This is an optimization exercise on Yosys and OpenROAD, whose aim is small area, a short achievable clock period and few clock cycles, not a production implementation.
Only simulation tests tie the RTL to the original design; equivalence was not proved.

[flow/design.v]
`timescale 1ns / 1ps
module line_drawer (
    input             clk,
    input             rst_,
    input      [51:0] in_op,
    input             in_rts,
    output            in_rtr,
    output            v_valid,
    output     [16:0] v_addr,
    output     [7:0]  v_mask,
    output     [11:0] v_col,
    input             v_take,
    output            busy
);
    localparam S_DIFF = 2'd1, S_ORDER = 2'd2, S_DRAW = 2'd3;
    reg        rdy;             
    reg        fin;             
    reg [1:0]  state;
    reg [9:0]  x1, x2;
    reg [7:0]  y1, y2;
    reg [11:0] col;
    reg        xgt, ygt;
    reg        xmaj, mdec;
    reg [7:0]  cnt, m;          
    wire signed [8:0] err  = x2[8:0];
    wire [7:0]        dmag = y2;
    reg        newgrp;          
    reg  nrdy_o;
    assign in_rtr = !nrdy_o;
    reg        gval, gclosed;
    reg [16:0] gaddr;
    reg [7:0]  gmask;
    wire drawing = !rdy && !fin && (state == S_DRAW);
    wire last    = (cnt == 8'd0);
    wire [7:0] pbit = 8'd1 << x1[2:0];
    wire load_new = !gval || (gclosed && v_take);
    wire pix_ok  = drawing && (load_new || (gval && !gclosed && !newgrp));
    wire [16:0] paddr = {1'b0, y1, 8'b0} - {5'b0, y1, 4'b0} + {9'b0, x1[9:3], 1'b0} + {10'b0, x1[9:3]};
    assign v_valid = gval && gclosed;
    assign v_addr  = gaddr;
    assign v_mask  = gmask;
    assign v_col   = col;        
    assign busy    = !rdy || gval;
    wire [10:0] ddx = {1'b0, x2} - {1'b0, x1};    
    wire [9:0]  ndx = x1 - x2;
    wire [8:0]  ddy = {1'b0, y2} - {1'b0, y1};    
    wire [7:0]  ndy = y1 - y2;
    wire [8:0]  mmc = {1'b0, m} - {1'b0, cnt};
    wire [8:0]  cmm = {1'b0, cnt} - {1'b0, m};
    wire        dxge = !cmm[8];
    wire       swp  = dxge ? xgt : ygt;
    always @(posedge clk or negedge rst_) begin
        if (!rst_) begin
            rdy   <= 1'b1;
            nrdy_o <= 1'b0;
            fin   <= 1'b0;
            state <= S_DIFF;
        end else begin
            if (fin) begin
                if (v_take) begin
                    fin    <= 1'b0;
                    rdy    <= 1'b1;
                    nrdy_o <= 1'b0;
                end
            end else if (rdy) begin
                if (in_rts) begin
                    rdy    <= 1'b0;
                    nrdy_o <= 1'b1;
                    state  <= S_DIFF;
                end
            end else begin
                case (state)
                    S_DIFF:  state <= S_ORDER;
                    S_ORDER: state <= S_DRAW;
                    default: if (pix_ok && last) fin <= 1'b1;
                endcase
            end
        end
    end
    always @(posedge clk) begin
        if (rdy) begin
            if (in_rts) begin
                x1  <= in_op[51:42];
                y1  <= in_op[39:32];
                x2  <= in_op[31:22];
                y2  <= in_op[19:12];
                col <= in_op[11:0];
            end
        end else begin
            case (state)
                S_DIFF: begin
                    xgt <= ddx[10];
                    ygt <= ddy[8];
                    cnt <= ddx[10] ? ndx[7:0] : ddx[7:0];
                    m   <= ddy[8] ? ndy : ddy[7:0];
                end
                S_ORDER: begin
                    xmaj <= dxge;
                    if (swp) begin
                        x1 <= x2;
                        y1 <= y2;
                    end
                    mdec <= swp ^ (dxge ? ygt : xgt);
                    if (!dxge) begin
                        cnt <= m;
                        m   <= cnt;
                    end
                    x2     <= {1'b0, dxge ? (mmc) : (cmm)};
                    y2     <= dxge ? cmm[7:0] : mmc[7:0];
                    newgrp <= 1'b1;
                end
                default: if (pix_ok && !last) begin
                    cnt <= cnt - 8'd1;
                    if (xmaj) begin
                        x1 <= x1 + 10'd1;
                        if (!err[8]) y1 <= mdec ? y1 - 8'd1 : y1 + 8'd1;
                    end else begin
                        y1 <= y1 + 8'd1;
                        if (!err[8]) x1 <= mdec ? x1 - 10'd1 : x1 + 10'd1;
                    end
                    x2[8:0] <= err[8] ? err + {1'b0, m} : err - {1'b0, dmag};
                    newgrp <= !xmaj || !err[8] || (x1[2:0] == 3'd7);
                end
            endcase
        end
    end
    always @(posedge clk or negedge rst_) begin
        if (!rst_) begin
            gval    <= 1'b0;
            gclosed <= 1'b0;
        end else begin
            if (pix_ok) begin
                gval    <= 1'b1;
                gclosed <= last;
            end else if (drawing && gval && !gclosed) begin
                gclosed <= 1'b1;             
            end else if (v_take) begin
                gval    <= 1'b0;
                gclosed <= 1'b0;
            end
        end
    end
    always @(posedge clk) begin
        if (pix_ok) begin
            if (load_new) begin
                gaddr <= paddr;
                gmask <= pbit;
            end else begin
                gmask <= gmask | pbit;
            end
        end
    end
endmodule
`timescale 1ns / 1ps
module circle_drawer (
    input             clk,
    input             rst_,
    input      [41:0] in_op,
    input             in_rts,
    output            in_rtr,
    output            v_valid,
    output     [16:0] v_addr,
    output     [7:0]  v_mask,
    output     [11:0] v_col,
    input             v_take,
    output            busy
);
    reg        rdy;             
    reg        fin;             
    reg        drawing;         
    reg [9:0]  x0;
    reg [8:0]  y0;
    reg [6:0]  r;
    reg [11:0] col;
    reg [2:0]  oct;
    reg [6:0]  cx, cy;          
    reg        skip;            
    reg signed [8:0] t;
    reg [9:0]  px;
    reg [8:0]  py;
    reg        newgrp;
    reg  nrdy_o;
    assign in_rtr = !nrdy_o;
    reg        gval, gclosed;
    reg [16:0] gaddr;
    reg [7:0]  gmask;
    wire draw_px = !rdy && !fin && drawing && !skip;
    wire [6:0] cyp1 = cy + 7'd1;
    wire lastpx  = (cx == cy) || (swap && cx == cyp1);
    wire last    = lastpx && (oct == 3'd7);
    wire [7:0] pbit = 8'd1 << px[2:0];
    wire load_new = !gval || (gclosed && v_take);
    wire pix_ok  = draw_px && (load_new || (gval && !gclosed && !newgrp));
    wire [16:0] paddr = {py, 8'b0} - {4'b0, py, 4'b0} + {9'b0, px[9:3], 1'b0} + {10'b0, px[9:3]};
    assign v_valid = gval && gclosed;
    assign v_addr  = gaddr;
    assign v_mask  = gmask;
    assign v_col   = col;        
    assign busy    = !rdy || gval;
    wire       swap = oct[0];
    wire       sxn  = oct[1];
    wire       syn  = oct[2];
    wire [9:0] sx0 = x0 + (({10{sxn}} ^ {3'b0, r}) & {10{!swap}}) + {9'b0, sxn && !swap};
    wire [8:0] sy0 = y0 + (({9{syn}} ^ {2'b0, r}) & {9{swap}}) + {8'b0, syn && swap};
    wire xdec  = !t[8];
    wire mv_x  = xdec ^ swap;
    wire mv_dn = mv_x ? (xdec ^ sxn) : (xdec ^ syn);
    always @(posedge clk or negedge rst_) begin
        if (!rst_) begin
            rdy     <= 1'b1;
            nrdy_o  <= 1'b0;
            fin     <= 1'b0;
            drawing <= 1'b0;
            oct     <= 3'd0;
        end else begin
            if (fin) begin
                if (v_take) begin
                    fin    <= 1'b0;
                    rdy    <= 1'b1;
                    nrdy_o <= 1'b0;
                end
            end else if (rdy) begin
                if (in_rts) begin
                    rdy     <= 1'b0;
                    nrdy_o  <= 1'b1;
                    drawing <= 1'b0;
                    oct     <= 3'd0;
                end
            end else if (!drawing) begin
                drawing <= 1'b1;
            end else if ((pix_ok || skip) && lastpx) begin
                drawing <= 1'b0;
                oct     <= oct + 3'd1;
                if (oct == 3'd7) fin <= 1'b1;
            end
        end
    end
    always @(posedge clk) begin
        if (rdy) begin
            if (in_rts) begin
                x0  <= in_op[41:32];
                y0  <= in_op[30:22];
                r   <= in_op[18:12];
                col <= in_op[11:0];
            end
        end else if (!drawing) begin
            cx <= r;
            cy <= 7'd0;
            t  <= 9'd1 - {2'b0, r};
            px <= sx0;
            py <= sy0;
            newgrp <= 1'b1;
            skip   <= !swap && syn;
        end else if ((pix_ok || skip) && !lastpx) begin
            skip <= 1'b0;
            if (xdec) begin
                cx <= cx - 7'd1;
                t  <= t + 9'd2 - {1'b0, cx, 1'b0};
            end else begin
                cy <= cyp1;
                t  <= t + {1'b0, cy, 1'b0} + 9'd3;
            end
            if (mv_x) px <= mv_dn ? px - 10'd1 : px + 10'd1;
            else      py <= mv_dn ? py - 9'd1 : py + 9'd1;
            newgrp <= skip || !mv_x || (mv_dn ? (px[2:0] == 3'd0) : (px[2:0] == 3'd7));
        end
    end
    always @(posedge clk or negedge rst_) begin
        if (!rst_) begin
            gval    <= 1'b0;
            gclosed <= 1'b0;
        end else begin
            if (pix_ok) begin
                gval    <= 1'b1;
                gclosed <= last;
            end else if (draw_px && gval && !gclosed) begin
                gclosed <= 1'b1;
            end else if (v_take) begin
                gval    <= 1'b0;
                gclosed <= 1'b0;
            end
        end
    end
    always @(posedge clk) begin
        if (pix_ok) begin
            if (load_new) begin
                gaddr <= paddr;
                gmask <= pbit;
            end else begin
                gmask <= gmask | pbit;
            end
        end
    end
endmodule
`timescale 1ns / 1ps
module read_modify_write_engine (
    input             clk,
    input             rst_,
    input             l_valid,
    input      [16:0] l_addr,
    input      [7:0]  l_mask,
    input      [11:0] l_col,
    output            l_take,
    input             c_valid,
    input      [16:0] c_addr,
    input      [7:0]  c_mask,
    input      [11:0] c_col,
    output            c_take,
    output reg [16:0] mem_addr,
    output reg [3:0]  mem_wben,
    output reg [31:0] mem_wdata,
    input      [31:0] mem_rdata,
    output            busy
);
    reg        vval;         
    reg [2:0]  ph;           
    reg        vrd;          
    reg [7:0]  vmask;
    reg [11:0] vcol;
    reg        prio_c;
    reg        free;         
    wire pick_c = c_valid && (prio_c || !l_valid);
    assign c_take = free && pick_c;
    assign l_take = free && l_valid && !pick_c;
    wire take   = free && (l_valid || c_valid);
    wire [7:0]  smask = pick_c ? c_mask : l_mask;
    wire [11:0] scol  = pick_c ? c_col  : l_col;
    wire [16:0] sB    = pick_c ? c_addr : l_addr;
    wire        spart = (smask[0] ^ smask[1]) | (smask[2] ^ smask[3])
                      | (smask[4] ^ smask[5]) | (smask[6] ^ smask[7]);
    wire [3:0] wnib = (ph == 3'd2) ? vcol[11:8] : (ph == 3'd3) ? vcol[7:4] : vcol[3:0];
    function [3:0] bytes_of;
        input [7:0] m;
        bytes_of = {m[7] | m[6], m[5] | m[4], m[3] | m[2], m[1] | m[0]};
    endfunction
    function [31:0] merge;
        input [31:0] old;
        input [7:0]  m;
        input [3:0]  n;
        integer i;
        begin
            for (i = 0; i < 8; i = i + 1)
                merge[4*i +: 4] = m[i] ? n : old[4*i +: 4];
        end
    endfunction
    assign busy = vval;
    always @(posedge clk or negedge rst_) begin
        if (!rst_) begin
            vval     <= 1'b0;
            free     <= 1'b1;
            ph       <= 3'd0;
            prio_c   <= 1'b0;
            mem_wben <= 4'b0;
        end else begin
            free <= !take && (!vval || ph == 3'd4 || ph == 3'd5);
            if (take) begin
                vval     <= 1'b1;
                ph       <= spart ? 3'd0 : 3'd3;
                prio_c   <= !pick_c;
                mem_wben <= spart ? 4'b0 : bytes_of(smask);
            end else if (free) begin
                vval     <= 1'b0;
                mem_wben <= 4'b0;
            end else begin
                ph       <= ph + 3'd1;
                mem_wben <= (ph >= 3'd2) ? bytes_of(vmask) : 4'b0;
            end
        end
    end
    always @(posedge clk) begin
        if (take) begin
            vrd   <= spart;
            vmask <= smask;
            vcol  <= scol;
        end
        if (take)
            mem_addr <= sB;
        else
            mem_addr <= (ph == 3'd2) ? mem_addr - 17'd2 : mem_addr + 17'd1;
        if (take)
            mem_wdata <= {8{scol[11:8]}};
        else if (vrd)
            mem_wdata <= merge(mem_rdata, vmask, wnib);
        else
            mem_wdata <= {8{wnib}};
    end
endmodule
`timescale 1ns / 1ps
module draw_subsystem(
    input               clk,
    input               rst_,
    input  [51:0]       line_op,
    input               line_rts,
    output              line_rtr,
    input  [41:0]       circle_op,
    input               circle_rts,
    output              circle_rtr,
    output [16:0]       mem_addr,
    output [3:0]        mem_wben,
    output [31:0]       mem_wdata,
    input  [31:0]       mem_rdata,
    output              idle
    );
    wire        l_valid, l_take, l_busy;
    wire [16:0] l_addr;
    wire [7:0]  l_mask;
    wire [11:0] l_col;
    wire        c_valid, c_take, c_busy;
    wire [16:0] c_addr;
    wire [7:0]  c_mask;
    wire [11:0] c_col;
    wire        m_busy;
    reg busy_q;
    assign idle = !busy_q;
    always @(posedge clk or negedge rst_) begin
        if (!rst_)
            busy_q <= 1'b0;
        else
            busy_q <= l_busy || c_busy || m_busy
                   || (line_rts && line_rtr) || (circle_rts && circle_rtr);
    end
    line_drawer ld (
        .clk(clk), .rst_(rst_),
        .in_op(line_op), .in_rts(line_rts), .in_rtr(line_rtr),
        .v_valid(l_valid), .v_addr(l_addr), .v_mask(l_mask), .v_col(l_col),
        .v_take(l_take), .busy(l_busy)
    );
    circle_drawer cd (
        .clk(clk), .rst_(rst_),
        .in_op(circle_op), .in_rts(circle_rts), .in_rtr(circle_rtr),
        .v_valid(c_valid), .v_addr(c_addr), .v_mask(c_mask), .v_col(c_col),
        .v_take(c_take), .busy(c_busy)
    );
    read_modify_write_engine rmw (
        .clk(clk), .rst_(rst_),
        .l_valid(l_valid), .l_addr(l_addr), .l_mask(l_mask), .l_col(l_col), .l_take(l_take),
        .c_valid(c_valid), .c_addr(c_addr), .c_mask(c_mask), .c_col(c_col), .c_take(c_take),
        .mem_addr(mem_addr), .mem_wben(mem_wben), .mem_wdata(mem_wdata), .mem_rdata(mem_rdata),
        .busy(m_busy)
    );
endmodule
[flow/flow/run.sh]
#!/bin/bash
# The standard layout (standard.sh) with two repair settings changed:
#  - the port buffers are sky130_fd_sc_hd__buf_1 (buffer_ports picks
#    clkdlybuf4s50_1 by default, a slow delay cell);
set -euo pipefail
sed "s|CLKGATE_MAP_FILE= |CLKGATE_MAP_FILE= SETUP_SLACK_MARGIN=7 'BUFFER_PORTS_ARGS=-buffer_cell sky130_fd_sc_hd__buf_1' |" standard.sh > standard_tuned.sh
bash standard_tuned.sh > flow.log 2>&1
[flow/standard.sh]
#!/bin/bash
# synth_recipe.tcl (not shown) runs the flow's synth.tcl, then flattens the netlist and writes it again
# the make line also repeats each setting of config.mk as NAME=value (left out here)
make -C /OpenROAD-flow-scripts/flow DESIGN_CONFIG=/design/flow/config.mk WORK_HOME=/design/flow/orfs CLKGATE_MAP_FILE= SYNTH_SCRIPT=/design/flow/synth_recipe.tcl "${@:-finish}"
[flow/config.mk]
export PLATFORM = sky130hd
export DESIGN_NAME = draw_subsystem
export DESIGN_NICKNAME = draw_subsystem
export VERILOG_FILES = /design/flow/design.v
export SDC_FILE = /design/flow/constraint.sdc
export NUM_CORES = 4
export LEC_CHECK = 0
export CAP_MARGIN = 20
export CORE_MARGIN = 2
export CORE_UTILIZATION = 40
export CTS_CLUSTER_DIAMETER = 100
export CTS_CLUSTER_SIZE = 20
export SLEW_MARGIN = 20
export TNS_END_PERCENT = 10
[flow/constraint.sdc]
create_clock -name core_clock -period 10.0 [get_ports {clk}]
set_input_delay 2.0000 -clock core_clock [delete_from_list [all_inputs] [get_ports {clk}]]
set_output_delay 2.0000 -clock core_clock [all_outputs]
set_load 0.01 [all_outputs]
==> results of run 1 <==
## cell type report
| type | count | area [µm²] |
|---|---|---|
| fillers | 4846 | 27300 |
| clock inverters | 7 | 81.3 |
| well taps | 672 | 841 |
| inverters | 172 | 667 |
| flip-flops and latches | 298 | 8370 |
| repair buffers | 227 | 1090 |
| clock buffers | 29 | 544 |
| multi-input cells | 1494 | 11200 |
## cell usage after synthesis (27+ instances only)
cell type  number
clkbuf_1       50
inv_1         169
edfxtp_1      223
nand2b_1       27
ha_1          198
nand3_1        35
nor3_1         35
nor2b_1        32
o21a_1         31
xor2_1         55
mux2i_1        88
nor2_1        126
a21o_1         28
nand2_1       194
dfxtp_1        48
o21ai_0        77
xnor2_1       121
a21oi_1       147
## cells by family after synthesis
logic type	count (synthesis)
flops	298
compound gates	460
fa+ha+maj	221
simple gates	536
buf+inv	249
xor+xnor	176
mux	100
## registers in the layout, indices dropped and copies added, names as in the netlist, 7 cells and up
signal         flops
cd.py              9
cd.t               9
cd.px             10
ld.x1             10
ld.col            12
cd.gaddr          17
cd.y0              9
rmw.mem_wdata     32
cd.gmask           8
cd.cx              7
cd.r               7
ld.y2              8
ld.gaddr          17
rmw.vcol          12
ld.m               8
cd.cy              7
cd.col            12
ld.x2             10
ld.gmask           8
rmw.mem_addr      17
cd.x0             10
ld.cnt             8
rmw.vmask          8
ld.y1              8
## final timing paths
check,end,from,cells past startpoint,slack [ns]
max in group asynchronous,cd.oct[0],rst_,1,7.94
worst min register to register,rmw.free,rmw.vval,1,0.45
worst max-delay path,idle,busy_q,2,6.82
worst max register to register,ld.m[4],ld.y1[0],10,6.91
worst min-delay path,rmw.free,rmw.vval,1,0.45
min in group asynchronous,rmw.mem_wben[3],rst_,1,1.49
## timing repair
action                     in CTS  in global routing
cloned                          1                  0
setup endpoints to repair     190                197
resized for setup              55                 34
pin swaps                       3                  5
hold endpoints to repair        0                  0
buffers inserted               19                 17
## metal layers
layer	vias up	GRT usage	part of all wire
li1	7592	-	-
met5	-	0	0.00052
met1	7381	0.258	0.45
met3	71	0.0316	0.056
met4	6	0.0511	0.022
met2	389	0.326	0.47
## through the flow
| step | instance area [µm²] | hold WS [ns] | setup slack, ns | std cells |
|---|---|---|---|---|
| floorplan | 20300 | 0.401 | 6.66 | 2040 |
| global placement | 21600 | 0.429 | 5.67 | 2826 |
| detailed placement | 21600 | 0.431 | 5.64 | 2826 |
| CTS | 22500 | 0.444 | 6.81 | 2882 |
| global route | 22800 | 0.493 | 6.78 | 2899 |
| finish | 22800 | 0.445 | 6.82 | 2899 |
## worst register-to-register path, stage by stage (launching register included)
cell	delay, ns
edfxtp_1	0.59
ha_1	0.28
fa_1	0.21
nor2b_1	0.07
o2111ai_1	0.20
nand3_1	0.18
o41ai_4	0.35
buf_4	0.21
mux2i_1	0.22
xor2_1	0.40
mux2i_1	0.14
==> impl_metrics.env, run 1 <==
export IMPL_status="no timing/DRC/antenna violations"
export IMPL_synth_enable_flop_cells=223
export IMPL_critical_path_buf_inv_count=2
export IMPL_finalCritPeriodShare=0.318
export IMPL_cp_arrival_ns=1.18
export IMPL_finalNetCount=2564
export IMPL_clock_fmax_mhz=315
export IMPL_final_layout_size_suffix_gt1_frac=0.0759
export IMPL_worst_slew_pin_slew_ns=1.03
export IMPL_synth_top_family_by_area="compound AO/OA/AOI/OAI gates"
export IMPL_synthXorXnorAreaFrac=0.0761
export IMPL_layout_commonest_cell="edfxtp_1"
export IMPL_min_path_type="flip-flop to flip-flop"
export IMPL_grt_pass1_vias=15200
export IMPL_cts_root_buffer="clkbuf_16"
export IMPL_end_kind="output port"
export IMPL_seq_area_frac_synth=0.412
export IMPL_cts_tree="yes"
export IMPL_crit_chain="inv_1, buf_2"
export IMPL_ys_seq_elements=298
export IMPL_overflow=0
export IMPL_cts_made_buffers=20
export IMPL_relSlewSlack=0.316
export IMPL_slowest_delay_ns=0.37
export IMPL_h_tree_depth=1
export IMPL_synthAdderAreaFrac=0.145
export IMPL_ys_types=81
export IMPL_synth_cells=2040
export IMPL_fin_crit_ns=3.18
export IMPL_drc=0
export IMPL_rsz0062_at_grt="yes"
export IMPL_cp_data_required_time_ns=8.00
export IMPL_synth_top_area_frac=0.331
export IMPL_grt_max_degree=78
export IMPL_cts_buffer_depth=3
export IMPL_async_reset_ff_frac=0.0906
export IMPL_hold_viol=0
export IMPL_critPathKind="flip-flop to output port"
export IMPL_first_iter_violations=916
export IMPL_vias=15400
export IMPL_slew_violations=0
export IMPL_core_area_um2=50100
export IMPL_setup_violations=0
export IMPL_post_drt_wl_per_cell_um=17.8
export IMPL_layout_common_cells="223 x edfxtp_1, 195 x ha_1, 192 x nand2_1, 172 x buf_1, 165 x inv_1"
export IMPL_wirelength_um=51600
export IMPL_n_antenna_cell=0
export IMPL_grtUsageTotal=0.193
export IMPL_dr_pass1_iters=7
export IMPL_fin_util=0.456
export IMPL_via_per_inst=5.33
export IMPL_synthMuxAreaShare=0.0503
export IMPL_synth_compound_area_frac=0.146
export IMPL_die_x_um=229
export IMPL_cp_start_kind="flip-flop"
export IMPL_crit_slowest_cell="dfrtp_1"
export IMPL_areaGrowthSynthToFinish_pct=12.6
export IMPL_ant_nets=0
export IMPL_place_hpwl_um=39400
export IMPL_synth_area_leader_cell="edfxtp_1"
export IMPL_path_clk_slew_ns=0.08
export IMPL_die_h_um=229
export IMPL_io_buffers=177
export IMPL_ys_flop_type="edfxtp_1"
export IMPL_antenna_found_initial=3
export IMPL_cp_top_family="flip-flops"
export IMPL_grt_first_pass_wirelength_um=81600
export IMPL_setup_tns_ns=0
export IMPL_fin_skew_ns=0.0557
export IMPL_yosysWarnings=4
export IMPL_synth_area_top_cells="edfxtp_1 33%, ha_1 12%, xnor2_1 5.2%"
export IMPL_ios=186
export IMPL_syn_area_um2=20300
export IMPL_synth_area_per_cell_um2=9.93
export IMPL_gp_congestion=0.921
export IMPL_cts_sinks=298
export IMPL_synth_net_count=2391
export IMPL_synth_simple_area_share=0.124
export IMPL_clk_latency_ns=0.57
export IMPL_die_area_um2=52500
export IMPL_num_rows=82
export IMPL_maxCapViolCount=0
export IMPL_initial_core_util=0.405
export IMPL_crit_fanout=1
export IMPL_hold_buffers=0
Testbench counts, summed over its fixed seeds: cycles 95,149.
==> run 2: changes to the inputs <==
==> flow/flow/run.sh (replaced) <==
#!/bin/bash
# The standard layout (standard.sh) with two repair settings changed:
#  - the port buffers are sky130_fd_sc_hd__buf_1 (buffer_ports picks
#    clkdlybuf4s50_1 by default, a slow delay cell);
set -euo pipefail
sed "s|CLKGATE_MAP_FILE= |CLKGATE_MAP_FILE= SETUP_SLACK_MARGIN=6.5 'BUFFER_PORTS_ARGS=-buffer_cell sky130_fd_sc_hd__buf_1' |" standard.sh > standard_tuned.sh
bash standard_tuned.sh > flow.log 2>&1
--- a/flow/config.mk
+++ b/flow/config.mk
@@ -11,4 +11,3 @@
 export CTS_CLUSTER_DIAMETER = 100
 export CTS_CLUSTER_SIZE = 20
 export SLEW_MARGIN = 20
-export TNS_END_PERCENT = 10
==> run 2 against run 1 <==
Against the previous run: still clean on timing, DRC and antenna; non-clock buffer count is 23 lower; critical path depth is 5 higher; design area is 2.2% lower; die area stayed put; wire length is 0.99% lower; synthesized cell count stayed put; maximum frequency is 5.3% lower; sequential share of layout area is 0.69 points higher; critical endpoint is now cd.cx[0]; largest cell class unchanged.
==> impl_metrics.env, run 2 <==
export IMPL_die_h_um=229
export IMPL_clk_latency_ns=0.57
export IMPL_drc=0
export IMPL_die_x_um=229
export IMPL_critPathKind="flip-flop to flip-flop"
export IMPL_cp_data_required_time_ns=10.21
export IMPL_crit_fanout=77
export IMPL_yosysWarnings=4
export IMPL_final_layout_size_suffix_gt1_frac=0.0463
export IMPL_io_buffers=177
export IMPL_dr_pass1_iters=6
export IMPL_wirelength_um=51100
export IMPL_relSlewSlack=0.302
export IMPL_h_tree_depth=1
export IMPL_fin_util=0.446
export IMPL_synth_area_leader_cell="edfxtp_1"
export IMPL_layout_commonest_cell="edfxtp_1"
export IMPL_status="no timing/DRC/antenna violations"
export IMPL_min_from="rmw.vval"
export IMPL_fin_skew_ns=0.0329
export IMPL_via_per_inst=5.36
export IMPL_hold_viol=0
export IMPL_synth_area_top_cells="edfxtp_1 33%, ha_1 12%, xnor2_1 5.2%"
export IMPL_grt_first_pass_wirelength_um=81300
export IMPL_ys_seq_elements=298
export IMPL_post_drt_wl_per_cell_um=17.8
export IMPL_setup_tns_ns=0
export IMPL_maxCapViolCount=0
export IMPL_largest_reg_flops=32
export IMPL_min_path_type="flip-flop to flip-flop"
export IMPL_stdcell_area_um2=22300
export IMPL_syn_area_um2=20300
export IMPL_grtUsageTotal=0.192
export IMPL_initial_core_util=0.405
export IMPL_regArea_um2=8340
export IMPL_slowest_delay_ns=0.63
export IMPL_gp_congestion=0.918
export IMPL_seq_area_frac_synth=0.412
export IMPL_die_area_um2=52500
export IMPL_ys_flop_type="edfxtp_1"
export IMPL_synth_top_area_frac=0.331
export IMPL_synth_enable_flop_cells=223
export IMPL_fillCellCount=4883
export IMPL_synth_cells=2040
export IMPL_hold_ws_ns=0.462
export IMPL_overflow=0
export IMPL_clock_fmax_mhz=298
export IMPL_netlist_top_cells_count="223 x edfxtp_1, 198 x ha_1, 194 x nand2_1, 169 x inv_1, 147 x a21oi_1"
export IMPL_areaGrowthSynthToFinish_pct=10.2
export IMPL_first_iter_violations=969
export IMPL_grt_max_degree=78
export IMPL_crit_chain="buf_6, or4b_1, a21oi_2, nor2_1, o21ai_1, nand2_1, a21oi_1"
export IMPL_async_reset_ff_frac=0.0906
export IMPL_synth_area_per_cell_um2=9.93
export IMPL_synth_net_count=2391
export IMPL_grt_pass1_vias=15100
export IMPL_largest_register="rmw.mem_wdata"
export IMPL_r2r_start="cd.drawing"
export IMPL_layout_common_cells="223 x edfxtp_1, 197 x ha_1, 194 x nand2_1, 176 x buf_1, 168 x inv_1"
export IMPL_ys_types=81
export IMPL_multi_input_area_um2=11000
export IMPL_crit_path_start="cd.drawing"
export IMPL_slew_violations=0
export IMPL_synth_most_common_cell="edfxtp_1"
export IMPL_cts_root_buffer="clkbuf_16"
export IMPL_cts_made_buffers=20
export IMPL_dpl_instance_area_um2=21600
export IMPL_ios=186
export IMPL_num_rows=82
export IMPL_worst_slew_pin_slew_ns=1.05
export IMPL_vias=15400
export IMPL_cts_sinks=298
export IMPL_cp_arrival_ns=3.56
export IMPL_finalCritPeriodShare=0.335
export IMPL_rsz0062_at_grt="yes"
export IMPL_crit_slowest_cell="a21oi_1"
export IMPL_place_hpwl_um=39000
export IMPL_antenna_found_initial=2
export IMPL_setup_violations=0
export IMPL_cp_start_kind="flip-flop"
export IMPL_n_antenna_cell=0
export IMPL_ant_nets=0
export IMPL_cts_tree="yes"
export IMPL_path_clk_slew_ns=0.09
export IMPL_cts_buffer_depth=3
export IMPL_finalNetCount=2540
export IMPL_core_area_um2=50100
export IMPL_end_kind="flip-flop"
export IMPL_fin_crit_ns=3.35
==> run 2: cell types whose count changed in the layout (fill, tap and decap cells not counted), sizes merged <==
cell      change
buf          -23
clkbuf        -1
clkinv        +2
clkinvlp      -1
o21ai         -1
==> run 2: worst paths after layout <==
kind | to | slack, ns | cells after the start
min in group asynchronous | rmw.mem_wben[0] | 1.51 | 1
min reg2reg | rmw.free | 0.46 | 1
max in group asynchronous | cd.drawing | 7.91 | 1
max reg2reg | cd.cx[0] | 6.65 | 7
min | rmw.free | 0.46 | 1
max | cd.cx[0] | 6.65 | 7
==> run 2: cell type report <==
type	instances	share of cell area
multi-input combinational	1493	0.493
sequential	298	0.374
timing repair buffer	204	0.0391
tap	672	0.0377
inverter	172	0.0291
clock buffer	28	0.0238
clock inverter	8	0.00387
==> run 2: cell families (layout without fill, tap and decap cells) <==
group / Yosys count / count (layout) / synth area share
AOI/OAI and AO/OA: 460 / 460 / 0.146
muxes: 100 / 100 / 0.0503
and+or+nand+nor: 536 / 536 / 0.124
adders and majority gates: 221 / 221 / 0.145
xor gates and xnor gates: 176 / 176 / 0.0761
buffers and inverters: 249 / 412 / 0.0469
DFF: 298 / 298 / 0.412
==> run 2: routing by layer <==
| layer | track usage | share of wire | vias to the layer above |
|---|---|---|---|
| li1 | - | - | 7529 |
| met1 | 0.261 | 0.46 | 7430 |
| met2 | 0.324 | 0.47 | 383 |
| met3 | 0.0230 | 0.051 | 65 |
| met4 | 0.0483 | 0.023 | 4 |
| met5 | 0 | 0.00039 | - |
==> run 2: stage by stage <==
step,setup WS (ns),cells
finish,6.65,2875
global route,6.40,2875
CTS,6.53,2865
detailed placement,5.67,2827
global placement,5.69,2827
floorplan,6.52,2040
==> run 2: worst max-delay path, delay by kind of cell (launching register included) <==
kind / cells / cell delay, ns
compound gates: 3 / 1.28
simple gates: 3 / 0.92
buf+inv: 1 / 0.45
flops: 1 / 0.36
==> run 2: timing repair <==
action | in CTS | in global routing
resized for setup | 8 | 5
setup buffers | 2 | 10
hold buffers | 0 | 0
endpoints found under the setup margin | 65 | 36
==> run 3: changes to the inputs <==
==> flow/flow/run.sh (replaced) <==
#!/bin/bash
# The standard layout (standard.sh) with two repair settings changed:
#  - the port buffers are sky130_fd_sc_hd__buf_1 (buffer_ports picks
#    clkdlybuf4s50_1 by default, a slow delay cell);
set -euo pipefail
sed "s|CLKGATE_MAP_FILE= |CLKGATE_MAP_FILE= SETUP_SLACK_MARGIN=6.8 'BUFFER_PORTS_ARGS=-buffer_cell sky130_fd_sc_hd__buf_1' |" standard.sh > standard_tuned.sh
bash standard_tuned.sh > flow.log 2>&1
--- a/flow/config.mk
+++ b/flow/config.mk
@@ -11,3 +11,4 @@
 export CTS_CLUSTER_DIAMETER = 100
 export CTS_CLUSTER_SIZE = 20
 export SLEW_MARGIN = 20
+export TNS_END_PERCENT = 10
==> run 3 against run 2 <==
Against the previous run: sequential cell count unchanged; cell count up 0.24%; highest routed layer unchanged; design area up 0.68%; maximum frequency up 2.0%; die area unchanged; count of clock-buffer cells in the layout up 2.
==> impl_metrics.env, run 3 <==
export IMPL_ys_types=81
export IMPL_final_layout_size_suffix_gt1_frac=0.0566
export IMPL_crit_chain="buf_1"
export IMPL_ant_nets=0
export IMPL_grtUsageTotal=0.193
export IMPL_hold_viol=0
export IMPL_syn_area_um2=20300
export IMPL_synth_cells=2040
export IMPL_place_hpwl_um=39300
export IMPL_synth_top_area_frac=0.331
export IMPL_first_iter_violations=1106
export IMPL_crit_path_start="rmw.mem_addr[2]"
export IMPL_ios=186
export IMPL_cp_data_required_time_ns=8.00
export IMPL_cp_arrival_ns=1.29
export IMPL_wirelength_um=51500
export IMPL_setup_violations=0
export IMPL_num_rows=82
export IMPL_grt_first_pass_wirelength_um=82000
export IMPL_cp_start_kind="flip-flop"
export IMPL_core_area_um2=50100
export IMPL_reg2reg_to="cd.t[4]"
export IMPL_seq_area_frac_synth=0.412
export IMPL_async_reset_ff_frac=0.0906
export IMPL_h_tree_depth=1
export IMPL_post_drt_wl_per_cell_um=17.9
export IMPL_areaGrowthSynthToFinish_pct=10.9
export IMPL_min_path_type="flip-flop to flip-flop"
export IMPL_cp_top_family="flip-flops"
export IMPL_overflow=0
export IMPL_grtUsageMet1=0.263
export IMPL_via_per_inst=5.34
export IMPL_largest_register="rmw.mem_wdata"
export IMPL_grtUsageMet2=0.329
export IMPL_grt_max_degree=78
export IMPL_netlist_top_cells_count="223 x edfxtp_1, 198 x ha_1, 194 x nand2_1, 169 x inv_1, 147 x a21oi_1"
export IMPL_fin_skew_ns=0.0422
export IMPL_layout_commonest_cell="edfxtp_1"
export IMPL_ys_seq_elements=298
export IMPL_synth_net_count=2391
export IMPL_die_area_um2=52500
export IMPL_setup_tns_ns=0
export IMPL_finalNetCount=2547
export IMPL_cts_sinks=298
export IMPL_dr_pass1_iters=8
export IMPL_synth_area_per_cell_um2=9.93
export IMPL_antenna_found_initial=3
export IMPL_layout_common_cells="223 x edfxtp_1, 197 x ha_1, 193 x nand2_1, 175 x buf_1, 167 x inv_1"
export IMPL_maxCapViolCount=0
export IMPL_end_kind="output port"
export IMPL_finalCritPeriodShare=0.329
export IMPL_fin_util=0.449
export IMPL_die_x_um=229
export IMPL_critPathKind="flip-flop to output port"
export IMPL_initial_core_util=0.405
export IMPL_synth_most_common_cell="edfxtp_1"
export IMPL_rsz0062_at_grt="yes"
export IMPL_cts_made_buffers=20
export IMPL_cp_endpoint="mem_addr[2]"
export IMPL_reg2reg_slack_ns=6.73
export IMPL_n_antenna_cell=0
export IMPL_fillCellCount=4849
export IMPL_hold_buffers=0
export IMPL_cts_tree="yes"
export IMPL_slowest_delay_ns=0.51
export IMPL_crit_slowest_cell="dfxtp_1"
export IMPL_synth_area_leader_cell="edfxtp_1"
export IMPL_vias=15400
export IMPL_cp_depth=1
export IMPL_relSlewSlack=0.300
export IMPL_crit_fanout=8
export IMPL_slew_violations=0
export IMPL_grt_pass1_vias=15100
export IMPL_status="no timing/DRC/antenna violations"
export IMPL_r2r_cells=8
export IMPL_synth_area_top_cells="edfxtp_1 33%, ha_1 12%, xnor2_1 5.2%"
export IMPL_io_buffers=177
export IMPL_worst_slew_pin_slew_ns=1.05
export IMPL_layout_cells_non_filler=2882
export IMPL_drc=0
export IMPL_grt_busiest_layer="met2"
export IMPL_r2r_start="cd.cy[0]"
export IMPL_clock_fmax_mhz=304
export IMPL_synth_enable_flop_cells=223
export IMPL_cts_buffer_depth=3
export IMPL_die_h_um=229
export IMPL_cts_root_buffer="clkbuf_16"
export IMPL_grt_use_met3=0.0224
export IMPL_path_clk_slew_ns=0.09
export IMPL_yosysWarnings=4
export IMPL_fin_crit_ns=3.29
export IMPL_ys_flop_type="edfxtp_1"
export IMPL_gp_congestion=0.935
export IMPL_clk_latency_ns=0.56
export IMPL_dp_cells=2825
export IMPL_largest_reg_flops=32
export IMPL_critical_path_buf_inv_count=1
[run 3: cell counts after synthesis]
No cell type changed its count.
[run 3: worst min-delay path by stage]
| stage | startpoint | endpoint | slack, ns | cells after the start |
|---|---|---|---|---|
| finish | rmw.vval | rmw.free | 0.45 | 1 |
| global route | rmw.vval | rmw.free | 0.47 | 1 |
| floorplan | rmw.vval | rmw.free | 0.40 | 1 |
| global placement | rmw.vval | rmw.free | 0.43 | 1 |
| detailed placement | rmw.vval | rmw.free | 0.44 | 1 |
| CTS | rmw.vval | rmw.free | 0.46 | 1 |
[run 3: area by class of cell]
type	instances	area (µm²)	share of cell area
multi-input cells	1495	11100	0.494
flip-flops and latches	298	8350	0.371
repair buffers	209	911	0.0405
well taps	672	841	0.0374
inverters	172	657	0.0292
clock buffers	30	541	0.0241
clock inverters	6	81.3	0.00362
[run 3: kinds of logic after synthesis]
| family | count (synthesis) | synth area share |
|---|---|---|
| multiplexers | 100 | 0.0503 |
| adder cells (fa/ha/maj) | 221 | 0.145 |
| flip-flops | 298 | 0.412 |
| AO/OA/AOI/OAI | 460 | 0.146 |
| buffers and inverters | 249 | 0.0469 |
| AND/OR/NAND/NOR | 536 | 0.124 |
| XOR/XNOR | 176 | 0.0761 |
[run 3: through the flow]
stage,area [µm²],setup WS (ns),hold WS (ns)
after floorplan,20300,6.66,0.401
after global placement,21600,5.68,0.434
after detailed placement,21600,5.63,0.444
after CTS,22300,6.67,0.456
after global routing,22500,6.57,0.472
final,22500,6.71,0.454
[run 3: per-layer routing]
layer | wire (µm) | up-vias
li1 | - | 7536
met1 | 23700 | 7407
met2 | 24300 | 379
met3 | 2500 | 65
met4 | 977 | 6
met5 | 44 | -
[run 3: timing repair]
action | CTS | global route
resized for setup | 20 | 15
setup endpoints to repair | 112 | 117
setup buffers | 4 | 15
gates cloned | 1 | 1
pin swaps | 2 | 6
==> run 4: changes to the inputs <==
--- a/flow/config.mk
+++ b/flow/config.mk
@@ -11,4 +11,3 @@
 export CTS_CLUSTER_DIAMETER = 100
 export CTS_CLUSTER_SIZE = 20
 export SLEW_MARGIN = 20
-export TNS_END_PERCENT = 10
==> run 4 against run 3 <==
Against the previous run: global-route usage grew 0.14 points; largest cell class unchanged; synthesized area is the same; maximum frequency grew 4.1%; sequential cell count is the same; core utilization grew 0.54 points; sequential share of layout area shrank 0.36 points; via count grew 1.4%; synthesized cell count is the same; hold slack lost 0.016 ns.
==> impl_metrics.env, run 4 <==
export IMPL_antenna_found_initial=2
export IMPL_min_path_type="flip-flop to flip-flop"
export IMPL_synth_area_leader_cell="edfxtp_1"
export IMPL_crit_chain="inv_2, buf_6"
export IMPL_die_h_um=229
export IMPL_async_reset_ff_frac=0.0906
export IMPL_overflow=0
export IMPL_first_iter_violations=1051
export IMPL_dp_cells=2826
export IMPL_synth_net_count=2391
export IMPL_synth_area_top_cells="edfxtp_1 33%, ha_1 12%, xnor2_1 5.2%"
export IMPL_seq_area_frac_synth=0.412
export IMPL_path_clk_slew_ns=0.09
export IMPL_reg2reg_slack_ns=6.91
export IMPL_cts_buffer_depth=3
export IMPL_ys_types=81
export IMPL_num_rows=82
export IMPL_grt_pass1_vias=15300
export IMPL_synth_enable_flop_cells=223
export IMPL_drc=0
export IMPL_grt_first_pass_wirelength_um=82500
export IMPL_rsz0062_at_grt="yes"
export IMPL_netlist_top_cells_count="223 x edfxtp_1, 198 x ha_1, 194 x nand2_1, 169 x inv_1, 147 x a21oi_1"
export IMPL_yosysWarnings=4
export IMPL_layout_cells_non_filler=2900
export IMPL_synth_area_per_cell_um2=9.93
export IMPL_stdcell_area_um2=22700
export IMPL_relSlewSlack=0.316
export IMPL_areaGrowthSynthToFinish_pct=12.3
export IMPL_synth_top_area_frac=0.331
export IMPL_io_buffers=177
export IMPL_cp_arrival_ns=1.16
export IMPL_vias=15600
export IMPL_finalNetCount=2565
export IMPL_finalCritPeriodShare=0.316
export IMPL_fin_skew_ns=0.0473
export IMPL_gp_congestion=0.919
export IMPL_n_antenna_cell=0
export IMPL_fillCellCount=4815
export IMPL_critPathKind="flip-flop to output port"
export IMPL_grtUsageTotal=0.195
export IMPL_cts_made_buffers=20
export IMPL_ios=186
export IMPL_post_drt_wl_per_cell_um=17.9
export IMPL_largest_register="rmw.mem_wdata"
export IMPL_core_area_um2=50100
export IMPL_cts_root_buffer="clkbuf_16"
export IMPL_crit_fanout=3
export IMPL_clock_fmax_mhz=317
export IMPL_ant_nets=0
export IMPL_wirelength_um=52000
export IMPL_setup_tns_ns=0
export IMPL_dpl_instance_area_um2=21600
export IMPL_fin_crit_ns=3.16
export IMPL_ys_flop_type="edfxtp_1"
export IMPL_initial_core_util=0.405
export IMPL_status="no timing/DRC/antenna violations"
export IMPL_h_tree_depth=1
export IMPL_maxCapViolCount=0
export IMPL_clk_latency_ns=0.56
export IMPL_slowest_delay_ns=0.40
export IMPL_slew_violations=0
export IMPL_syn_area_um2=20300
export IMPL_grt_max_degree=78
export IMPL_layout_commonest_cell="edfxtp_1"
export IMPL_largest_reg_flops=32
export IMPL_hold_viol=0
export IMPL_synth_most_common_cell="edfxtp_1"
export IMPL_via_per_inst=5.38
export IMPL_end_kind="output port"
export IMPL_pre_cts_slack_ns=5.96
export IMPL_final_layout_size_suffix_gt1_frac=0.0741
export IMPL_die_x_um=229
export IMPL_layout_common_cells="223 x edfxtp_1, 197 x ha_1, 194 x nand2_1, 172 x buf_1, 164 x inv_1"
export IMPL_setup_violations=0
export IMPL_worst_slew_pin_slew_ns=1.03
export IMPL_crit_slowest_cell="dfrtp_1"
export IMPL_ys_seq_elements=298
export IMPL_synth_cells=2040
export IMPL_die_area_um2=52500
export IMPL_dr_pass1_iters=5
export IMPL_cts_sinks=298
export IMPL_fin_ws_ns=6.84
export IMPL_cts_tree="yes"
export IMPL_cp_data_required_time_ns=8.00
export IMPL_place_hpwl_um=39500
export IMPL_cp_start_kind="flip-flop"
-- run 4: cell counts after synthesis --
Identical to the previous run, type by type.
-- run 4: final timing paths --
path	depth (start not counted)	end	startpoint
worst max-delay path	2	line_rtr	ld.nrdy_o
worst min-delay path	1	rmw.free	rmw.vval
worst max register to register	10	ld.m[4]	ld.y2[2]
worst min register to register	1	rmw.free	rmw.vval
max in group asynchronous	1	cd.oct[1]	rst_
min in group asynchronous	1	rmw.mem_wben[3]	rst_
-- run 4: critical path, delay by kind of cell (launching register included) --
family / cells / cell delay, ns
flops: 1 / 0.40
buf+inv: 2 / 0.20
-- run 4: cell families (layout without fill, tap and decap cells) --
family | after synthesis | in the layout | share of synthesized area
buffers and inverters | 249 | 437 | 0.0469
adders and majority gates | 221 | 221 | 0.145
xor gates and xnor gates | 176 | 176 | 0.0761
AOI/OAI and AO/OA | 460 | 460 | 0.146
DFF | 298 | 298 | 0.412
muxes | 100 | 100 | 0.0503
and+or+nand+nor | 536 | 536 | 0.124
-- run 4: repair_timing --
action | 4_1_cts | 5_1_grt
endpoints found under the hold margin | 0 | 0
gates resized for setup | 38 | 37
setup buffers | 11 | 27
hold buffers | 0 | 0
pin swaps | 2 | 5
setup endpoints to repair | 98 | 108
-- run 4: routing by layer --
| layer | routed length, µm | track usage |
|---|---|---|
| met5 | 21 | 0 |
| met4 | 1070 | 0.0479 |
| met2 | 24600 | 0.327 |
| met3 | 2690 | 0.0210 |
| met1 | 23700 | 0.268 |
-- run 4: area by class of cell --
| cell class | instances | area, µm² | area share |
|---|---|---|---|
| multi-input combinational | 1493 | 11100 | 0.489 |
| inverter | 172 | 658 | 0.0289 |
| clock inverter | 7 | 86.3 | 0.00380 |
| timing repair buffer | 229 | 1130 | 0.0495 |
| sequential | 298 | 8360 | 0.368 |
| clock buffer | 29 | 534 | 0.0235 |
| tap | 672 | 841 | 0.0370 |
-- run 4: through the flow --
step                utilization  hold slack, ns
floorplan                     -           0.401
global placement          0.431           0.435
detailed placement        0.431           0.461
CTS                       0.447           0.431
global route              0.454           0.456
finish                    0.454           0.437
==> run 5: changes to the inputs <==
==> flow/flow/run.sh (replaced) <==
#!/bin/bash
# The standard layout (standard.sh) with two repair settings changed:
#  - the port buffers are sky130_fd_sc_hd__buf_1 (buffer_ports picks
#    clkdlybuf4s50_1 by default, a slow delay cell);
set -euo pipefail
sed "s|CLKGATE_MAP_FILE= |CLKGATE_MAP_FILE= SETUP_SLACK_MARGIN=7.2 'BUFFER_PORTS_ARGS=-buffer_cell sky130_fd_sc_hd__buf_1' |" standard.sh > standard_tuned.sh
bash standard_tuned.sh > flow.log 2>&1
--- a/flow/config.mk
+++ b/flow/config.mk
@@ -11,3 +11,4 @@
 export CTS_CLUSTER_DIAMETER = 100
 export CTS_CLUSTER_SIZE = 20
 export SLEW_MARGIN = 20
+export TNS_END_PERCENT = 10
==> run 5 against run 4 <==
Against the previous run: non-clock buffer count rose by 34; sequential cell count did not move; wire length rose by 1.7%; register-to-register slack improved by 0.03 ns; via count fell by 0.97%; synthesized cell count did not move; critical path type unchanged; largest cell class unchanged.
==> impl_metrics.env, run 5 <==
export IMPL_synth_top_area_frac=0.331
export IMPL_critical_path_buf_inv_count=1
export IMPL_path_clk_slew_ns=0.08
export IMPL_cp_arrival_ns=1.11
export IMPL_synth_most_common_cell="edfxtp_1"
export IMPL_r2r_start="ld.x2[0]"
export IMPL_min_path_type="flip-flop to flip-flop"
export IMPL_first_iter_violations=972
export IMPL_synth_area_per_cell_um2=9.93
export IMPL_worst_slew_pin_slew_ns=0.814
export IMPL_cts_buffer_depth=3
export IMPL_syn_area_um2=20300
export IMPL_synth_net_count=2391
export IMPL_relSlewSlack=0.457
export IMPL_cp_endpoint="mem_addr[4]"
export IMPL_seq_area_frac_synth=0.412
export IMPL_hold_buffers=0
export IMPL_drc=0
export IMPL_synth_area_top_cells="edfxtp_1 33%, ha_1 12%, xnor2_1 5.2%"
export IMPL_finalCritPeriodShare=0.311
export IMPL_largest_register="rmw.mem_wdata"
export IMPL_fin_crit_ns=3.11
export IMPL_rsz0062_at_grt="yes"
export IMPL_place_hpwl_um=39600
export IMPL_synth_area_leader_cell="edfxtp_1"
export IMPL_core_area_um2=50100
export IMPL_cts_sinks=298
export IMPL_grtUsageTotal=0.196
export IMPL_dr_pass1_iters=5
export IMPL_final_layout_size_suffix_gt1_frac=0.107
export IMPL_cts_root_buffer="clkbuf_16"
export IMPL_crit_slowest_cell="dfxtp_2"
export IMPL_post_drt_wl_per_cell_um=18.0
export IMPL_largest_reg_flops=32
export IMPL_ios=186
export IMPL_die_area_um2=52500
export IMPL_ant_nets=0
export IMPL_fin_ws_ns=6.89
export IMPL_die_x_um=229
export IMPL_crit_fanout=5
export IMPL_fin_skew_ns=0.0159
export IMPL_ys_seq_elements=298
export IMPL_reg2reg_slack_ns=6.94
export IMPL_critPathKind="flip-flop to output port"
export IMPL_fillCellCount=4805
export IMPL_async_reset_ff_frac=0.0906
export IMPL_io_buffers=177
export IMPL_setup_tns_ns=0
export IMPL_grt_max_degree=78
export IMPL_yosysWarnings=4
export IMPL_reg2reg_to="ld.cnt[1]"
export IMPL_antenna_found_initial=3
export IMPL_stdcell_area_um2=23200
export IMPL_min_from="rmw.vval"
export IMPL_synth_cells=2040
export IMPL_hold_ws_ns=0.448
export IMPL_maxCapViolCount=0
export IMPL_vias=15500
export IMPL_layout_commonest_cell="edfxtp_1"
export IMPL_grt_pass1_vias=15200
export IMPL_areaGrowthSynthToFinish_pct=14.7
export IMPL_via_per_inst=5.27
export IMPL_cts_tree="yes"
export IMPL_initial_core_util=0.405
export IMPL_hold_viol=0
export IMPL_dpl_instance_area_um2=21600
export IMPL_n_antenna_cell=0
export IMPL_wirelength_um=52900
export IMPL_end_kind="output port"
export IMPL_die_h_um=229
export IMPL_layout_common_cells="223 x edfxtp_1, 192 x nand2_1, 191 x ha_1, 166 x buf_1, 159 x inv_1"
export IMPL_clk_latency_ns=0.53
export IMPL_pre_cts_slack_ns=6.16
export IMPL_crit_path_start="rmw.mem_addr[4]"
export IMPL_clock_fmax_mhz=321
export IMPL_regArea_um2=8390
export IMPL_finalNetCount=2599
export IMPL_cp_start_kind="flip-flop"
export IMPL_cp_depth=1
export IMPL_cp_data_required_time_ns=8.00
export IMPL_overflow=0
export IMPL_slowest_delay_ns=0.41
export IMPL_cp_top_family="flip-flops"
export IMPL_crit_chain="buf_1"
export IMPL_slew_violations=0
export IMPL_r2r_cells=11
export IMPL_gp_congestion=0.888
export IMPL_synth_enable_flop_cells=223
export IMPL_cts_made_buffers=19
export IMPL_ys_types=81
export IMPL_setup_violations=0
export IMPL_netlist_top_cells_count="223 x edfxtp_1, 198 x ha_1, 194 x nand2_1, 169 x inv_1, 147 x a21oi_1"
export IMPL_status="no timing/DRC/antenna violations"
export IMPL_min_path_cells=1
export IMPL_h_tree_depth=1
export IMPL_num_rows=82
export IMPL_ys_flop_type="edfxtp_1"
export IMPL_grt_first_pass_wirelength_um=82600
export IMPL_multi_input_area_um2=11400
[run 5: cell counts after synthesis]
No cell type changed its count.
[run 5: stage by stage]
step | util | std cells
6_report | 0.464 | 2933
5_1_grt | 0.464 | 2933
4_1_cts | 0.451 | 2884
3_5_place_dp | 0.432 | 2823
3_3_place_gp | 0.432 | 2823
2_1_floorplan | - | 2040
[run 5: area by class of cell]
class	count	share of cell area
clock inverters	4	0.00140
multi-input cells	1494	0.490
clock buffers	30	0.0231
repair buffers	263	0.0597
inverters	172	0.0290
well taps	672	0.0362
flip-flops and latches	298	0.361
[run 5: cell families after synthesis]
group | Yosys count | synth area share
xor gates and xnor gates | 176 | 0.0761
adders and majority gates | 221 | 0.145
AOI/OAI and AO/OA | 460 | 0.146
muxes | 100 | 0.0503
DFF | 298 | 0.412
and+or+nand+nor | 536 | 0.124
buffers and inverters | 249 | 0.0469
[run 5: what timing repair did]
item                                    4_1_cts  5_1_grt
buffers inserted                             26       49
endpoints found under the setup margin      204      226
gates cloned                                  1        0
gates resized for setup                      61       73
pin swaps                                     5       14
[run 5: how the worst min path moves through the flow]
stage / endpoint / slack (ns)
floorplan: rmw.free / 0.40
global placement: rmw.free / 0.43
detailed placement: rmw.free / 0.44
CTS: rmw.free / 0.46
global route: rmw.free / 0.51
finish: rmw.free / 0.45
[run 5: metal layers]
layer | track usage | part of all wire | vias to the layer above
met4 | 0.0455 | 0.024 | 6
met1 | 0.270 | 0.46 | 7369
li1 | - | - | 7664
met2 | 0.325 | 0.47 | 347
met5 | 0 | 0.00064 | -
met3 | 0.0291 | 0.049 | 65
==> run 6: changes to the inputs <==
--- a/flow/design.v
+++ b/flow/design.v
@@ -186,6 +186,7 @@
     reg [7:0]  gmask;
     wire draw_px = !rdy && !fin && drawing && !skip;
     wire [6:0] cyp1 = cy + 7'd1;
+    wire [6:0] cxm1 = cx - 7'd1;
     wire lastpx  = (cx == cy) || (swap && cx == cyp1);
     wire last    = lastpx && (oct == 3'd7);
     wire [7:0] pbit = 8'd1 << px[2:0];
@@ -253,13 +254,9 @@
             skip   <= !swap && syn;
         end else if ((pix_ok || skip) && !lastpx) begin
             skip <= 1'b0;
-            if (xdec) begin
-                cx <= cx - 7'd1;
-                t  <= t + 9'd2 - {1'b0, cx, 1'b0};
-            end else begin
-                cy <= cyp1;
-                t  <= t + {1'b0, cy, 1'b0} + 9'd3;
-            end
+            t <= t + {xdec ? ~{1'b0, cxm1} : {1'b0, cyp1}, 1'b1} + {8'b0, xdec};
+            if (xdec) cx <= cxm1;
+            else      cy <= cyp1;
             if (mv_x) px <= mv_dn ? px - 10'd1 : px + 10'd1;
             else      py <= mv_dn ? py - 9'd1 : py + 9'd1;
             newgrp <= skip || !mv_x || (mv_dn ? (px[2:0] == 3'd0) : (px[2:0] == 3'd7));
@@ -377,12 +374,7 @@
             mem_addr <= sB;
         else
             mem_addr <= (ph == 3'd2) ? mem_addr - 17'd2 : mem_addr + 17'd1;
-        if (take)
-            mem_wdata <= {8{scol[11:8]}};
-        else if (vrd)
-            mem_wdata <= merge(mem_rdata, vmask, wnib);
-        else
-            mem_wdata <= {8{wnib}};
+        mem_wdata <= merge(mem_rdata, take ? smask : vmask, take ? scol[11:8] : wnib);
     end
 endmodule
 `timescale 1ns / 1ps
==> flow/flow/run.sh (replaced) <==
#!/bin/bash
# The standard layout (standard.sh) with two repair settings changed:
#  - the port buffers are sky130_fd_sc_hd__buf_1 (buffer_ports picks
#    clkdlybuf4s50_1 by default, a slow delay cell);
set -euo pipefail
sed "s|CLKGATE_MAP_FILE= |CLKGATE_MAP_FILE= SETUP_SLACK_MARGIN=6.8 'BUFFER_PORTS_ARGS=-buffer_cell sky130_fd_sc_hd__buf_1' |" standard.sh > standard_tuned.sh
bash standard_tuned.sh > flow.log 2>&1
--- a/flow/config.mk
+++ b/flow/config.mk
@@ -7,8 +7,7 @@
 export LEC_CHECK = 0
 export CAP_MARGIN = 20
 export CORE_MARGIN = 2
-export CORE_UTILIZATION = 40
+export CORE_UTILIZATION = 55
 export CTS_CLUSTER_DIAMETER = 100
 export CTS_CLUSTER_SIZE = 20
 export SLEW_MARGIN = 20
-export TNS_END_PERCENT = 10
==> run 6 against run 5 <==
Against the previous run: cell count is 9.2% lower; count of clock-buffer cells in the layout is 1 lower; critical path depth is 1 higher; still clean on timing, DRC and antenna; synthesized cell count is 2.0% lower; die area is 29% lower; maximum frequency is 1.2% lower; worst setup slack worse by 0.039 ns; design area is 5.5% lower; wire length is 8.2% lower.
==> impl_metrics.env, run 6 <==
export IMPL_maxCapViolCount=0
export IMPL_synth_enable_flop_cells=214
export IMPL_hold_ws_ns=0.508
export IMPL_die_h_um=194
export IMPL_crit_fanout=3
export IMPL_setup_tns_ns=0
export IMPL_reg2reg_slack_ns=6.89
export IMPL_synth_most_common_cell="edfxtp_1"
export IMPL_cp_endpoint="circle_rtr"
export IMPL_worst_slew_pin_slew_ns=1.01
export IMPL_ys_flop_type="edfxtp_1"
export IMPL_synthXorXnorAreaFrac=0.0749
export IMPL_die_area_um2=37500
export IMPL_crit_slowest_cell="dfrtp_1"
export IMPL_hold_buffers=0
export IMPL_synth_top_area_frac=0.325
export IMPL_relSlewSlack=0.322
export IMPL_grt_max_degree=74
export IMPL_cp_depth=2
export IMPL_ys_seq_elements=297
export IMPL_status="no timing/DRC/antenna violations"
export IMPL_synth_area_leader_cell="edfxtp_1"
export IMPL_cts_tree="yes"
export IMPL_synthAdderAreaFrac=0.136
export IMPL_fin_skew_ns=0.0162
export IMPL_place_hpwl_um=36300
export IMPL_hold_viol=0
export IMPL_cp_top_family="flip-flops"
export IMPL_cp_start_kind="flip-flop"
export IMPL_synth_simple_area_share=0.135
export IMPL_core_area_um2=35500
export IMPL_cp_data_required_time_ns=8.00
export IMPL_setup_violations=0
export IMPL_num_rows=69
export IMPL_syn_area_um2=19800
export IMPL_io_buffers=177
export IMPL_cp_arrival_ns=1.15
export IMPL_reg2reg_to="cd.py[8]"
export IMPL_synthMuxAreaShare=0.0399
export IMPL_final_layout_size_suffix_gt1_frac=0.0881
export IMPL_synth_area_per_cell_um2=9.88
export IMPL_ys_types=78
export IMPL_path_clk_slew_ns=0.09
export IMPL_async_reset_ff_frac=0.0909
export IMPL_finalCritPeriodShare=0.315
export IMPL_layout_commonest_cell="edfxtp_1"
export IMPL_synth_top_family_by_area="compound AO/OA/AOI/OAI gates"
export IMPL_largest_reg_flops=32
export IMPL_cts_made_buffers=19
export IMPL_critical_path_buf_inv_count=2
export IMPL_grtUsageTotal=0.254
export IMPL_synth_net_count=2331
export IMPL_gp_congestion=0.924
export IMPL_yosysWarnings=4
export IMPL_r2r_cells=12
export IMPL_first_iter_violations=1009
export IMPL_fin_crit_ns=3.15
export IMPL_grt_first_pass_wirelength_um=77200
export IMPL_rsz0062_at_grt="yes"
export IMPL_clk_latency_ns=0.53
export IMPL_die_x_um=194
export IMPL_synth_area_top_cells="edfxtp_1 33%, ha_1 11%, dfxtp_1 5.7%"
export IMPL_initial_core_util=0.557
export IMPL_ios=186
export IMPL_min_path_type="flip-flop to flip-flop"
export IMPL_fin_ws_ns=6.85
export IMPL_cts_buffer_depth=3
export IMPL_netlist_top_cells_count="214 x edfxtp_1, 201 x nand2_1, 179 x ha_1, 160 x inv_1, 149 x nor2_1"
export IMPL_overflow=0
export IMPL_wirelength_um=48600
export IMPL_crit_path_start="cd.nrdy_o"
export IMPL_r2r_start="cd.r[0]"
export IMPL_crit_chain="inv_2, buf_6"
export IMPL_cts_sinks=297
export IMPL_end_kind="output port"
export IMPL_ant_nets=0
export IMPL_grt_pass1_vias=14200
export IMPL_cts_root_buffer="clkbuf_16"
export IMPL_dr_pass1_iters=6
export IMPL_slowest_delay_ns=0.42
export IMPL_h_tree_depth=1
export IMPL_via_per_inst=5.66
export IMPL_clock_fmax_mhz=317
export IMPL_slew_violations=0
export IMPL_antenna_found_initial=1
export IMPL_seq_area_frac_synth=0.416
export IMPL_synth_compound_area_frac=0.150
export IMPL_pre_cts_slack_ns=5.98
export IMPL_largest_register="rmw.mem_wdata"
export IMPL_vias=15100
export IMPL_layout_common_cells="214 x edfxtp_1, 201 x nand2_1, 177 x ha_1, 173 x buf_1, 153 x inv_1"
export IMPL_critPathKind="flip-flop to output port"
export IMPL_post_drt_wl_per_cell_um=18.2
export IMPL_areaGrowthSynthToFinish_pct=11.2
export IMPL_drc=0
export IMPL_finalNetCount=2519
export IMPL_synth_cells=2000
==> run 6: cell count changes after synthesis, moves of 10 or more <==
cell | previous run | this run
a21o_1 | 28 | 39
a21oi_1 | 147 | 115
a31oi_1 | 19 | 49
buf_1 | 20 | 7
ha_1 | 198 | 179
mux2i_1 | 88 | 57
nand2b_1 | 27 | 17
nor2_1 | 126 | 149
o21ai_1 | 20 | 6
xnor2_1 | 121 | 106
==> run 6: kinds of logic after synthesis <==
logic type	after synthesis
AOI/OAI and AO/OA	451
xor gates and xnor gates	169
adders and majority gates	201
buffers and inverters	234
DFF	297
muxes	76
and+or+nand+nor	572
==> run 6: worst reg2reg max path: stages (launching register included) <==
cell and delay, ns:
edfxtp_1 0.50, buf_4 0.19, xnor2_1 0.14, nor2_1 0.07, fa_2 0.37, fa_2 0.36, a21o_1 0.17, a21oi_2 0.17
o21bai_2 0.10, a2111oi_2 0.35, nor3_1 0.12, xor2_1 0.24, mux2i_1 0.10
==> run 6: worst min path at each step <==
stage	start	to	slack, ns	cells after the start
finish	rmw.vmask[0]	rmw.mem_wben[0]	0.51	2
global route	cd.col[7]	rmw.vcol[7]	0.54	2
CTS	rmw.vmask[7]	rmw.mem_wben[3]	0.51	2
detailed placement	rmw.vmask[7]	rmw.mem_wben[3]	0.49	2
global placement	rmw.prio_c	rmw.prio_c	0.49	1
floorplan	rmw.vval	rmw.free	0.40	1
==> run 6: cell type report <==
type / instances / area [µm²]
fillers: 3073 / 13500
multi-input cells: 1470 / 10800
flip-flops and latches: 297 / 8250
repair buffers: 239 / 1170
inverters: 161 / 619
well taps: 461 / 577
clock buffers: 29 / 513
clock inverters: 5 / 56.3
diodes: 1 / 2.50
==> run 6: layer usage <==
metal / GRT usage / share of wire / wire (µm)
met5: 0 / 0 / 0
met3: 0.0370 / 0.061 / 2940
met4: 0.0461 / 0.017 / 822
met1: 0.378 / 0.48 / 23200
met2: 0.398 / 0.44 / 21600
==> run 6: repair_timing <==
action,in CTS,in global routing
pin swaps,3,11
endpoints found under the setup margin,109,114
gates resized for setup,35,37
cloned,0,1
setup buffers,13,37
==> run 6: per-stage QoR <==
step,cells,area (µm²),util
after floorplan,2000,19800,-
after global placement,2577,20800,0.585
after detailed placement,2577,20800,0.585
after CTS,2624,21500,0.607
after global routing,2662,22000,0.619
final,2663,22000,0.619
Testbench counts of run 6, summed over its fixed seeds: cycles 95,149.

-- separate check: timing with driven ports --
How much do the figures lean on ideal ports? The routed layouts below were timed once more, with nothing changed but the port constraints.
Step 1: set_driving_cell puts a clkbuf_16 on clk and a buf_2 on each other input, an assumption about the parent block.
Step 2 also shifts input and output timing later by t, the mid clock arrival at the registers, as if the neighbouring blocks saw the same clock.
Slacks: ideal / step 1 / step 2; pairs: ideal / step 1.
run | t (ns) | setup WS [ns] | slew at the worst register clock pin (ns) | worst data-port slew with drivers (ns)
run 1 | 0.612 | 6.825 / 6.760 / 6.503 | 0.09 / 0.09 | 0.06
run 2 | 0.609 | 6.646 / 6.646 / 6.291 | 0.09 / 0.09 | 0.06
run 3 | 0.603 | 6.710 / 6.652 / 6.332 | 0.10 / 0.10 | 0.07
run 4 | 0.603 | 6.841 / 6.786 / 6.273 | 0.10 / 0.10 | 0.07
run 5 | 0.583 | 6.887 / 6.828 / 6.718 | 0.09 / 0.09 | 0.09
run 6 | 0.573 | 6.847 / 6.795 / 6.401 | 0.09 / 0.09 | 0.06
After both steps setup and hold are still met in every run listed. For run 4, which loses most, drivers alone change the setup slack by -0.055 ns; drivers and shift together by -0.568 ns.
